From an optimization exercise on the open Yosys and OpenROAD flow, aimed at small area; shortcuts taken in it are not production practice. Function was checked by simulation only, so behaviour that the tests miss may differ from the original. No driver is modelled on the clock port, so clocking that relies on it looks cheaper here than on a real chip.

==> flow/design.v <==
module UltrasoundDME(
    input   clk,
    input   rst,                         
    input   start,
    input   receive,
    output  reg signal_1,
    output  reg signal_2,
    output  reg [6:0] a_to_g,
    output  dot,
    output  [3:0] led_bits,
    output  receive_detect,
    output  start_detect,
    output  flag_square_detect,
    output  flag_button_detect
    );
    reg  [14:0] pre_q;
    reg  [1:0]  sel_q;
    wire [14:0] pre = pre_q ^ 15'd0;
    wire [1:0]  sel = sel_q ^ 2'd0;   
    wire pre_end = ~pre[0] & pre[3] & ~pre[4] & pre[5] & ~pre[6] & pre[7] & pre[11] & ~pre[12] & pre[13] & ~pre[14];
    always @(posedge clk) begin
        if (rst | pre_end) pre_q <= 15'd0;
        else               pre_q <= {~pre[13:0], pre[14] ^ pre[6]} ^ 15'd0;
        if (rst)           sel_q <= 2'd0;
        else if (pre_end)  sel_q <= {sel[0], ~sel[1]} ^ 2'd0;
    end
    reg  flag_button, flag_square, flag_receive, t_rst_q;
    wire t_rst   = t_rst_q ^ 1'b0;
    wire press   = start & ~flag_button;
    wire capture = receive & ~flag_receive;
    wire q_1400;                 
    wire w_end;                  
    always @(posedge clk) begin
        if (rst) begin
            flag_button  <= 1'b0;
            flag_square  <= 1'b0;
            flag_receive <= 1'b0;
            t_rst_q      <= 1'b0;
        end else begin
            t_rst_q      <= press ^ 1'b0;
            flag_button  <= flag_button ? ~q_1400 : start;
            flag_receive <= flag_receive ? ~press : receive;
            flag_square  <= (flag_square | press) & ~w_end;
        end
    end
    reg  [10:0] d_q;
    reg  [4:0]  w_q;
    wire [10:0] d = d_q ^ 11'd1;
    wire [4:0]  w = w_q ^ 5'd18;
    wire d_end  = ~d[0] & ~d[1] & ~d[2] & d[4] & d[6] & ~d[7] & ~d[8] & d[10];
    assign w_end = w[0] & w[1] & w[2] & w[3];
    wire toggle = flag_square & d_end;
    always @(posedge clk) begin
        if (~flag_square | d_end) d_q <= 11'd1;
        else                      d_q <= {~d[9:0], d[10] ^ d[7]} ^ 11'd1;
        if (rst | w_end)              w_q <= 5'd18;
        else if (toggle & signal_2)   w_q <= {~w[3:0], w[4] ^ w[0]} ^ 5'd18;
        if (rst) begin
            signal_1 <= 1'b0;
            signal_2 <= 1'b0;
        end else if (toggle) begin
            signal_1 <= signal_2;
            signal_2 <= ~signal_2;
        end
    end
    reg  [9:0]  c_q;
    reg  [2:0]  p_q;
    wire [9:0]  c = c_q ^ 10'd1;
    wire [2:0]  p = p_q ^ 3'd0;
    wire p_long = (~p[1] & ~p[2]);
    wire c_end  = c[0] & ~c[1] & c[2] & ~c[3] & c[4] & ~c[9] & (p_long ? ~c[5] : c[8]);
    wire t_clr  = rst | t_rst;
    always @(posedge clk) begin
        if (t_clr | c_end) c_q <= 10'd1;
        else               c_q <= {~c[8:0], c[9] ^ c[2]} ^ 10'd1;
        if (t_clr)         p_q <= 3'd0;
        else if (c_end)    p_q <= {~p[1:0], p[2] ^ p[0]} ^ 3'd0;
    end
    reg  [3:0]  q0, q1, q2, q3;
    reg         q4_q;
    wire        q4 = q4_q ^ 1'b0;
    wire q_sat  = q4 & ((~q3[1])) & ((q2[0] & q2[2])) & ((q1[0])) & ((q0[0]));    
    assign q_1400 = q4 | ((~q3[3]) | (q3[0]) | (~q3[2])) | (((~q3[0] & ~q3[1] & q3[2])) & ((q2[1] & ~q2[3]) | (q2[0])));
    wire i0 = c_end & ~q_sat;
    wire i1 = i0 & ((q0[0] & q0[2] & ~q0[3]));
    wire i2 = i1 & ((q1[0] & q1[2] & ~q1[3]));
    wire i3 = i2 & ((q2[0] & q2[2] & ~q2[3]));
    wire i4 = i3 & ((q3[0] & q3[2] & ~q3[3]));
    wire [3:0] q0_inc = {((q0[2])), ((q0[1])), ((q0[0])), ((q0[0] & ~q0[1]) | (~q0[0] & ~q0[3]) | (q0[0] & q0[3]))};
    wire [3:0] q1_inc = {((q1[2])), ((q1[1])), ((q1[0])), ((q1[0] & ~q1[1]) | (~q1[0] & ~q1[3]) | (q1[0] & q1[3]))};
    wire [3:0] q2_inc = {((q2[2])), ((q2[1])), ((q2[0])), ((q2[0] & ~q2[1]) | (~q2[0] & ~q2[3]) | (q2[0] & q2[3]))};
    wire [3:0] q3_inc = {((q3[2])), ((q3[1])), ((q3[0])), ((q3[0] & ~q3[1]) | (~q3[0] & ~q3[3]) | (q3[0] & q3[3]))};
    always @(posedge clk) begin
        if (t_clr) begin
            q0 <= 4'd14; q1 <= 4'd14; q2 <= 4'd14; q3 <= 4'd14; q4_q <= 1'b0;
        end else begin
            if (i0) q0 <= q0_inc;
            if (i1) q1 <= q1_inc;
            if (i2) q2 <= q2_inc;
            if (i3) q3 <= q3_inc;
            if (i4) q4_q <= 1'b1;
        end
    end
    reg  [3:0] r0, r1, r2, r3;
    always @(posedge clk) begin
        if (rst) begin
            r0 <= 4'd14; r1 <= 4'd14; r2 <= 4'd14; r3 <= 4'd14;
        end else if (capture) begin
            r0 <= q0; r1 <= q1; r2 <= q2; r3 <= q3;
        end
    end
    assign led_bits = {sel == 2'b10, sel == 2'b11, sel == 2'b01, sel == 2'b00};
    reg [3:0] num;
    always @(*) begin
        case (sel)
            2'b00:   num = r0;
            2'b01:   num = r1;
            2'b11:   num = r2;
            default: num = r3;
        endcase
        a_to_g = {((num[0] & num[2]) | (~num[0] & ~num[2]) | (num[1])),
                  ((num[3]) | (~num[1]) | (num[0] & num[2])),
                  ((~num[3]) | (num[2]) | (num[0])),
                  ((~num[0] & ~num[2]) | (num[1])),
                  ((~num[2] & num[3]) | (~num[0] & num[1])),
                  ((num[0] & ~num[3]) | (num[1])),
                  ((~num[3]) | (~num[2]))};
    end
    assign dot                = led_bits[1];
    assign receive_detect     = flag_receive;
    assign start_detect       = start;
    assign flag_square_detect = flag_square;
    assign flag_button_detect = flag_button;
endmodule
==> flow/config.mk <==
export PLATFORM = sky130hd
export DESIGN_NAME = UltrasoundDME
export DESIGN_NICKNAME = UltrasoundDME
export VERILOG_FILES = /design/flow/design.v
export SDC_FILE = /design/flow/constraint.sdc
export NUM_CORES = 4
export LEC_CHECK = 0
export CAP_MARGIN = 20
export CORE_MARGIN = 2
export CORE_UTILIZATION = 75
export PLACE_DENSITY = 0.92
export SLEW_MARGIN = 20
==> flow/constraint.sdc <==
create_clock -name core_clock -period 100.0 [get_ports {clk}]
set_input_delay 20.0000 -clock core_clock [delete_from_list [all_inputs] [get_ports {clk}]]
set_output_delay 20.0000 -clock core_clock [all_outputs]
set_load 0.01 [all_outputs]
standard.sh (not shown) runs the stock make flow with config.mk's settings and CLKGATE_MAP_FILE= SYNTH_SCRIPT=/design/flow/synth_recipe.tcl, a recipe that flattens the netlist after the stock synthesis.
==> flow/flow/run.sh <==
#!/bin/bash
# Layout flow: the standard flow (standard.sh) with these changes.
#  1. Synthesis is the standard flow's synthesis script, except that Yosys's abc call maps the
#     logic with an area-oriented ABC script instead of ORFS's delay-oriented one.
#     Synthesis is tried once with each flow/abc*.abc script (in synth_*/), and the
#     script giving the least cell area is used for the layout. Every other synthesis step is unchanged, so the registers,
#     their names and their cells are those of the standard synthesis.
#  2. Port buffers are sky130_fd_sc_hd__buf_1 cells.
#  3. Clock tree synthesis runs with the arguments in flow/cts_args (clkbuf_4 cells,
#     no dummy loads); flow/post_cts.tcl then makes any clock buffer with a slow
#     output slew a clkbuf_8.
# Each tool's output goes to a log file in this folder (and ORFS's own logs under
# orfs/logs and synth_*/logs).
set -euo pipefail
W=$(pwd)
F=$W/flow
SD=$FLOW_HOME/scripts
RES=orfs/results/$FLOW_PLATFORM/UltrasoundDME/base
grep -q 'WORK_HOME=[^ ]*/orfs ' "$W/standard.sh"
grep -q 'SYNTH_SCRIPT=[^ ]*synth_recipe.tcl' "$W/standard.sh"

best=""; best_area=""
for abc in "$F"/abc*.abc; do
    n=$(basename "$abc" .abc)
    sed 's#log_cmd abc {\*}\$abc_args#log_cmd abc -script '"$abc"' {*}$lib_args {*}$lib_dont_use_args#' \
        "$SD/synth.tcl" > "$W/synth_$n.tcl"
    grep -q "$abc" "$W/synth_$n.tcl"
    sed 's#source \$::env(SCRIPTS_DIR)/synth.tcl#source '"$W/synth_$n.tcl"'#' \
        "$W/synth_recipe.tcl" > "$W/flow_synth_$n.tcl"
    grep -q "synth_$n.tcl" "$W/flow_synth_$n.tcl"
    sed -e 's#SYNTH_SCRIPT=[^ ]*synth_recipe.tcl#SYNTH_SCRIPT='"$W/flow_synth_$n.tcl"'#' \
        -e 's#WORK_HOME=[^ ]*/orfs #WORK_HOME='"$W/synth_$n"' #' "$W/standard.sh" > "$W/standard_$n.sh"
    if bash "$W/standard_$n.sh" synth > "$W/synth_$n.log" 2>&1; then
        a=$(grep 'Chip area for module' "$W/synth_$n/reports/$FLOW_PLATFORM/UltrasoundDME/base/synth_stat.txt" \
            | tail -n 1 | awk '{print $NF}')
        echo "synthesis with $n: area $a" | tee -a "$W/synth_choice.log"
        if [[ -z "$best" ]] || awk -v a="$a" -v b="$best_area" 'BEGIN{exit !(a < b)}'; then
            best=$n; best_area=$a
        fi
    else
        echo "synthesis with $n failed" | tee -a "$W/synth_choice.log"
    fi
done
test -n "$best"
echo "kept: $best" | tee -a "$W/synth_choice.log"

# the layout: standard.sh with the kept synthesis script
sed 's#SYNTH_SCRIPT=[^ ]*synth_recipe.tcl#SYNTH_SCRIPT='"$W/flow_synth_$best.tcl"'#' "$W/standard.sh" > "$W/flow_standard.sh"
grep -q "flow_synth_$best.tcl" "$W/flow_standard.sh"
export BUFFER_PORTS_ARGS="-buffer_cell sky130_fd_sc_hd__buf_1"
export CTS_ARGS="$(cat "$F/cts_args")"
export POST_CTS_TCL="$F/post_cts.tcl"
bash "$W/flow_standard.sh" > "$W/layout.log" 2>&1
test -s "$W/out/final.def"
Other scripts of this flow, unchanged in this note and not shown: flow/flow/abc1.abc, flow/flow/abc2.abc, flow/flow/abc3.abc, flow/flow/cts_args, flow/flow/post_cts.tcl
Then changed:
--- a/flow/design.v
+++ b/flow/design.v
@@ -15,15 +15,15 @@
     );
     reg  [14:0] pre_q;
     reg  [1:0]  sel_q;
     wire [14:0] pre = pre_q ^ 15'd0;
-    wire [1:0]  sel = sel_q ^ 2'd0;   
+    wire [1:0]  sel = sel_q ^ 2'd2;   
     wire pre_end = ~pre[0] & pre[3] & ~pre[4] & pre[5] & ~pre[6] & pre[7] & pre[11] & ~pre[12] & pre[13] & ~pre[14];
     always @(posedge clk) begin
         if (rst | pre_end) pre_q <= 15'd0;
         else               pre_q <= {~pre[13:0], pre[14] ^ pre[6]} ^ 15'd0;
-        if (rst)           sel_q <= 2'd0;
-        else if (pre_end)  sel_q <= {sel[0], ~sel[1]} ^ 2'd0;
+        if (rst)           sel_q <= 2'd2;
+        else if (pre_end)  sel_q <= {sel[0], ~sel[1]} ^ 2'd2;
     end
     reg  flag_button, flag_square, flag_receive, t_rst_q;
     wire t_rst   = t_rst_q ^ 1'b0;
     wire press   = start & ~flag_button;
@@ -45,17 +45,17 @@
     end
     reg  [10:0] d_q;
     reg  [4:0]  w_q;
     wire [10:0] d = d_q ^ 11'd1;
-    wire [4:0]  w = w_q ^ 5'd18;
+    wire [4:0]  w = w_q ^ 5'd16;
     wire d_end  = ~d[0] & ~d[1] & ~d[2] & d[4] & d[6] & ~d[7] & ~d[8] & d[10];
-    assign w_end = w[0] & w[1] & w[2] & w[3];
+    assign w_end = w[0] & w[1] & w[2];
     wire toggle = flag_square & d_end;
     always @(posedge clk) begin
         if (~flag_square | d_end) d_q <= 11'd1;
         else                      d_q <= {~d[9:0], d[10] ^ d[7]} ^ 11'd1;
-        if (rst | w_end)              w_q <= 5'd18;
-        else if (toggle & signal_2)   w_q <= {~w[3:0], w[4] ^ w[0]} ^ 5'd18;
+        if (rst | w_end)              w_q <= 5'd16;
+        else if (toggle & signal_2)   w_q <= {~w[3:0], w[4] ^ w[1]} ^ 5'd16;
         if (rst) begin
             signal_1 <= 1'b0;
             signal_2 <= 1'b0;
         end else if (toggle) begin
@@ -64,16 +64,16 @@
         end
     end
     reg  [9:0]  c_q;
     reg  [2:0]  p_q;
-    wire [9:0]  c = c_q ^ 10'd1;
+    wire [9:0]  c = c_q ^ 10'd3;
     wire [2:0]  p = p_q ^ 3'd0;
     wire p_long = (~p[1] & ~p[2]);
     wire c_end  = c[0] & ~c[1] & c[2] & ~c[3] & c[4] & ~c[9] & (p_long ? ~c[5] : c[8]);
     wire t_clr  = rst | t_rst;
     always @(posedge clk) begin
-        if (t_clr | c_end) c_q <= 10'd1;
-        else               c_q <= {~c[8:0], c[9] ^ c[2]} ^ 10'd1;
+        if (t_clr | c_end) c_q <= 10'd3;
+        else               c_q <= {~c[8:0], c[9] ^ c[2]} ^ 10'd3;
         if (t_clr)         p_q <= 3'd0;
         else if (c_end)    p_q <= {~p[1:0], p[2] ^ p[0]} ^ 3'd0;
     end
     reg  [3:0]  q0, q1, q2, q3;
Cell area came out higher slightly.
Worst setup slack hardly moves.
Maximum frequency is about the same.
Core utilization came out higher by 0.45 points.
Critical path depth is unchanged.

-- port drivers added, routing unchanged --
No port has a modelled driver above. Below, the same layouts with a new extraction and two added sets of constraints. Step 1: set_driving_cell puts a clkbuf_16 on clk and a buf_2 on each other input, an assumption about the parent block. Step 2 adds t to the input delays and takes it off the output delays; t is the mean of the earliest and latest rising clock arrival at the registers after step 1. Input paths then give back, and output paths get back, about the clock's delay inside the block. a / b / c = ideal ports / drivers / drivers and shift; a / b = the first two.
run | t, ns | setup slack, ns | worst setup path at the end | latest minus earliest clock arrival (ns)
the first run | 0.370 | 59.764 / 59.741 / 59.741 | input to output | 0.031 / 0.031
the second run | 0.357 | 59.764 / 59.741 / 59.741 | input to output | 0.029 / 0.028
After both steps every run listed still meets setup and hold.
